Context: an optimization exercise on an open-source flow, tuned for small area. The choices shown serve that exercise and are no tape-out recipe.
Function was checked by simulation only, so behaviour that the tests miss may differ from the original.
Power and IR drop assume default switching activity.

## uart_parser_register_TOP
module uart_parser_register_TOP(
    input clk,
    input reset,
    input RX,
    output TX,
    output busy
    );
    wire rxd, smp, in_data, done, cnt6;
    wire [2:0] pos;
    UART_RX uart_rx(.clk(clk), .reset(reset), .rx(RX), .rxd(rxd), .smp(smp), .pos(pos),
                    .in_data(in_data), .done(done), .cnt6(cnt6));
    wire wv, wen, start;
    wire [5:0] addr;
    wire [7:0] data;
    cmd_parser parser(.clk(clk), .reset(reset), .rxd(rxd), .smp(smp), .pos(pos),
                      .in_data(in_data), .done(done), .cnt6(cnt6), .wv(wv), .wen(wen),
                      .addr(addr), .data(data), .start(start));
    wire [7:0] tap;
    wire hit;
    register_file reg_file(.clk(clk), .reset(reset), .wv(wv), .wen(wen), .addr(addr), .data(data),
                           .tap(tap), .hit(hit));
    UART_TX uart_tx(.clk(clk), .reset(reset), .start(start), .tap(tap), .hit(hit),
                    .busy(busy), .TX(TX));
endmodule
For scale: about 700 cells after synthesis.
export LEC_CHECK = 0
export CAP_MARGIN = 20
export CORE_MARGIN = 2
export CORE_UTILIZATION = 70
export PLACE_DENSITY = 0.9
export SLEW_MARGIN = 20
create_clock -name core_clock -period 10.0 [get_ports {clk}]
standard.sh (not shown) runs the stock make flow with config.mk's settings and CLKGATE_MAP_FILE= SYNTH_SCRIPT=/design/flow/synth_recipe.tcl, a recipe that flattens the netlist after the stock synthesis.
==> flow/flow/run.sh <==
#!/bin/bash
# The standard layout (standard.sh) with these changes:
#  - synthesis: the standard synthesis script, but without the adder-extraction
#    step (ADDER_MAP_FILE empty) and with an area-oriented ABC script
#    (flow/abc_area.script, used in place of ORFS's abc_speed.script through a
#    copy of ORFS's scripts folder). Registers are mapped before ABC runs, so
#    they are the same as the standard synthesis's.
#  - clock tree synthesis without dummy load cells, with clkbuf_8 and clusters
#    of up to 22 sinks;
#  - plain buf_1 cells as the port buffers.
# make's full output goes to synth.log and standard.log; each tool's own log is
# under orfs/logs.
set -euo pipefail
here=$(pwd)
rm -rf "$here/scripts_area"
cp -r "$FLOW_HOME/scripts" "$here/scripts_area"
cp "$here/flow/abc_area.script" "$here/scripts_area/abc_speed.script"
ADDER_MAP_FILE= SCRIPTS_DIR="$here/scripts_area" bash standard.sh synth > synth.log 2>&1
export CTS_ARGS="-sink_clustering_enable -repair_clock_nets -dont_use_dummy_load -buf_list sky130_fd_sc_hd__clkbuf_8 -sink_clustering_size 22 -sink_clustering_max_diameter 45"
export BUFFER_PORTS_ARGS="-buffer_cell sky130_fd_sc_hd__buf_1"
bash standard.sh > standard.log 2>&1
==> flow/flow/abc_area.script <==
&get -n
&st
&syn2
&dch -f
&nf -R 1000
&st
&syn2
&dch -f
&nf -R 1000
&st
&synch2
&nf -R 1000
&put
Edit:
==> flow/flow/run.sh (replaced) <==
#!/bin/bash
# The standard layout (standard.sh) with these changes:
#  - synthesis: the standard synthesis script, but without the adder-extraction
#    step (ADDER_MAP_FILE empty) and with an area-oriented ABC script
#    (flow/abc_area.script: a seeded, iteration-bounded &deepsyn, so it gives
#    the same netlist every run; used in place of ORFS's abc_speed.script through a
#    copy of ORFS's scripts folder). Registers are mapped before ABC runs, so
#    they are the same as the standard synthesis's.
#  - clock tree synthesis without dummy load cells, with clkbuf_8 and clusters
#    of up to 20 sinks;
#  - plain buf_1 cells as the port buffers.
# make's full output goes to synth.log and standard.log; each tool's own log is
# under orfs/logs.
set -euo pipefail
here=$(pwd)
rm -rf "$here/scripts_area"
cp -r "$FLOW_HOME/scripts" "$here/scripts_area"
cp "$here/flow/abc_area.script" "$here/scripts_area/abc_speed.script"
ADDER_MAP_FILE= SCRIPTS_DIR="$here/scripts_area" bash standard.sh synth > synth.log 2>&1
export CTS_ARGS="-sink_clustering_enable -repair_clock_nets -dont_use_dummy_load -buf_list sky130_fd_sc_hd__clkbuf_8 -sink_clustering_size 20 -sink_clustering_max_diameter 60"
export BUFFER_PORTS_ARGS="-buffer_cell sky130_fd_sc_hd__buf_1"
bash standard.sh > standard.log 2>&1
==> flow/flow/abc_area.script (replaced) <==
&get -n
&st
&deepsyn -I 200 -J 10 -S 1
&dch -f
&nf -R 1000
&put
--- a/flow/config.mk
+++ b/flow/config.mk
@@ -8,5 +8,8 @@
 export CAP_MARGIN = 20
 export CORE_MARGIN = 2
-export CORE_UTILIZATION = 70
-export PLACE_DENSITY = 0.9
+export CORE_UTILIZATION = 40
+export CTS_BUF_LIST = sky130_fd_sc_hd__clkbuf_8
+export CTS_CLUSTER_DIAMETER = 60
+export CTS_CLUSTER_SIZE = 18
+export PLACE_DENSITY = 0.6
 export SLEW_MARGIN = 20
Effect: Count of clock-buffer cells in the layout decreases by 2; clock skew increases by 0.0072 ns; global-route usage decreases by 9.6 points; cell area increases by 1.0%; total power decreases by 1.2%; fmax increases by 9.6%; non-clock buffer count decreases by 1; final cell count increases by 17%.
Edit:
==> flow/flow/run.sh (replaced) <==
#!/bin/bash
# The standard layout (standard.sh) with these changes:
#  - synthesis: the standard synthesis script, but without the adder-extraction
#    step (ADDER_MAP_FILE empty) and with an area-oriented ABC script
#    (flow/abc_area.script, used in place of ORFS's abc_speed.script through a
#    copy of ORFS's scripts folder). Registers are mapped before ABC runs, so
#    they are the same as the standard synthesis's.
#  - clock tree synthesis without dummy load cells, with clkbuf_8 and clusters
#    of up to 22 sinks;
#  - plain buf_1 cells as the port buffers.
# make's full output goes to synth.log and standard.log; each tool's own log is
# under orfs/logs.
set -euo pipefail
here=$(pwd)
rm -rf "$here/scripts_area"
cp -r "$FLOW_HOME/scripts" "$here/scripts_area"
cp "$here/flow/abc_area.script" "$here/scripts_area/abc_speed.script"
ADDER_MAP_FILE= SCRIPTS_DIR="$here/scripts_area" bash standard.sh synth > synth.log 2>&1
export CTS_ARGS="-sink_clustering_enable -repair_clock_nets -dont_use_dummy_load -buf_list sky130_fd_sc_hd__clkbuf_8 -sink_clustering_size 22 -sink_clustering_max_diameter 60"
export BUFFER_PORTS_ARGS="-buffer_cell sky130_fd_sc_hd__buf_1"
bash standard.sh > standard.log 2>&1
==> flow/flow/abc_area.script (replaced) <==
&get -n
&st
&syn2
&dch -f
&nf -R 1000
&st
&syn2
&dch -f
&nf -R 1000
&st
&synch2
&nf -R 1000
&put
Effect:
- The changed run completed without violations
- final cell count is higher by 0.44%
- final area hardly moves
- utilization barely changes
- clock power went down by 5.8%
- total power drops by 0.81%
- die area is about the same
- area after synthesis grows by 0.30%
- clock-buffer cell count drops by 4
- worst hold slack gets worse by 0.0031 ns
Edit:
--- a/flow/flow/run.sh
+++ b/flow/flow/run.sh
@@ -3,5 +3,6 @@
 #  - synthesis: the standard synthesis script, but without the adder-extraction
 #    step (ADDER_MAP_FILE empty) and with an area-oriented ABC script
-#    (flow/abc_area.script, used in place of ORFS's abc_speed.script through a
+#    (flow/abc_area.script: a seeded, iteration-bounded &deepsyn, so it gives
+#    the same netlist every run; used in place of ORFS's abc_speed.script through a
 #    copy of ORFS's scripts folder). Registers are mapped before ABC runs, so
 #    they are the same as the standard synthesis's.
@@ -17,5 +18,5 @@
 cp "$here/flow/abc_area.script" "$here/scripts_area/abc_speed.script"
 ADDER_MAP_FILE= SCRIPTS_DIR="$here/scripts_area" bash standard.sh synth > synth.log 2>&1
-export CTS_ARGS="-sink_clustering_enable -repair_clock_nets -dont_use_dummy_load -buf_list sky130_fd_sc_hd__clkbuf_8 -sink_clustering_size 22 -sink_clustering_max_diameter 60"
+export CTS_ARGS="-sink_clustering_enable -repair_clock_nets -dont_use_dummy_load -buf_list sky130_fd_sc_hd__clkbuf_8 -sink_clustering_size 24 -sink_clustering_max_diameter 40"
 export BUFFER_PORTS_ARGS="-buffer_cell sky130_fd_sc_hd__buf_1"
 bash standard.sh > standard.log 2>&1
==> flow/flow/abc_area.script (replaced) <==
&get -n
&st
&deepsyn -I 200 -J 10 -S 1
&dch -f
&nf -R 1000
&put
- area after synthesis decreases slightly
- cell area increases slightly
- cell count hardly moves
- setup slack gains 0.18 ns
- hold slack loses 0.012 ns
- clock skew increases by 0.028 ns

[separate check: timing with driven ports]
The flow's constraints put no driver on any port. The routed layouts listed below were extracted and timed again, unchanged, in two steps. Step 1 sets driving cells, clkbuf_16 on the clock port and buf_2 on the other inputs (assumed; they add their load-dependent delay and slew). Step 2 times the ports against the registers' clock, not the clock port: input delays grow and output delays shrink by t, the midpoint of the rising clock arrivals with the driver on. Slacks: ideal ports / drivers / drivers and shift; pairs: ideal ports / drivers.
run | t, ns | slack for setup (ns) | worst register clock-pin slew, ns | pins driven straight from the clock port
the first run | 0.564 | 5.829 / 5.792 / 6.356 | 0.12 / 0.12 | 1
the second run | 0.561 | 6.195 / 6.156 / 6.581 | 0.11 / 0.11 | 1
the third run | 0.611 | 5.968 / 5.929 / 6.540 | 0.12 / 0.12 | 1
the fourth run | 0.587 | 6.148 / 6.108 / 6.552 | 0.12 / 0.12 | 1
After both steps setup and hold are still met in every run listed.
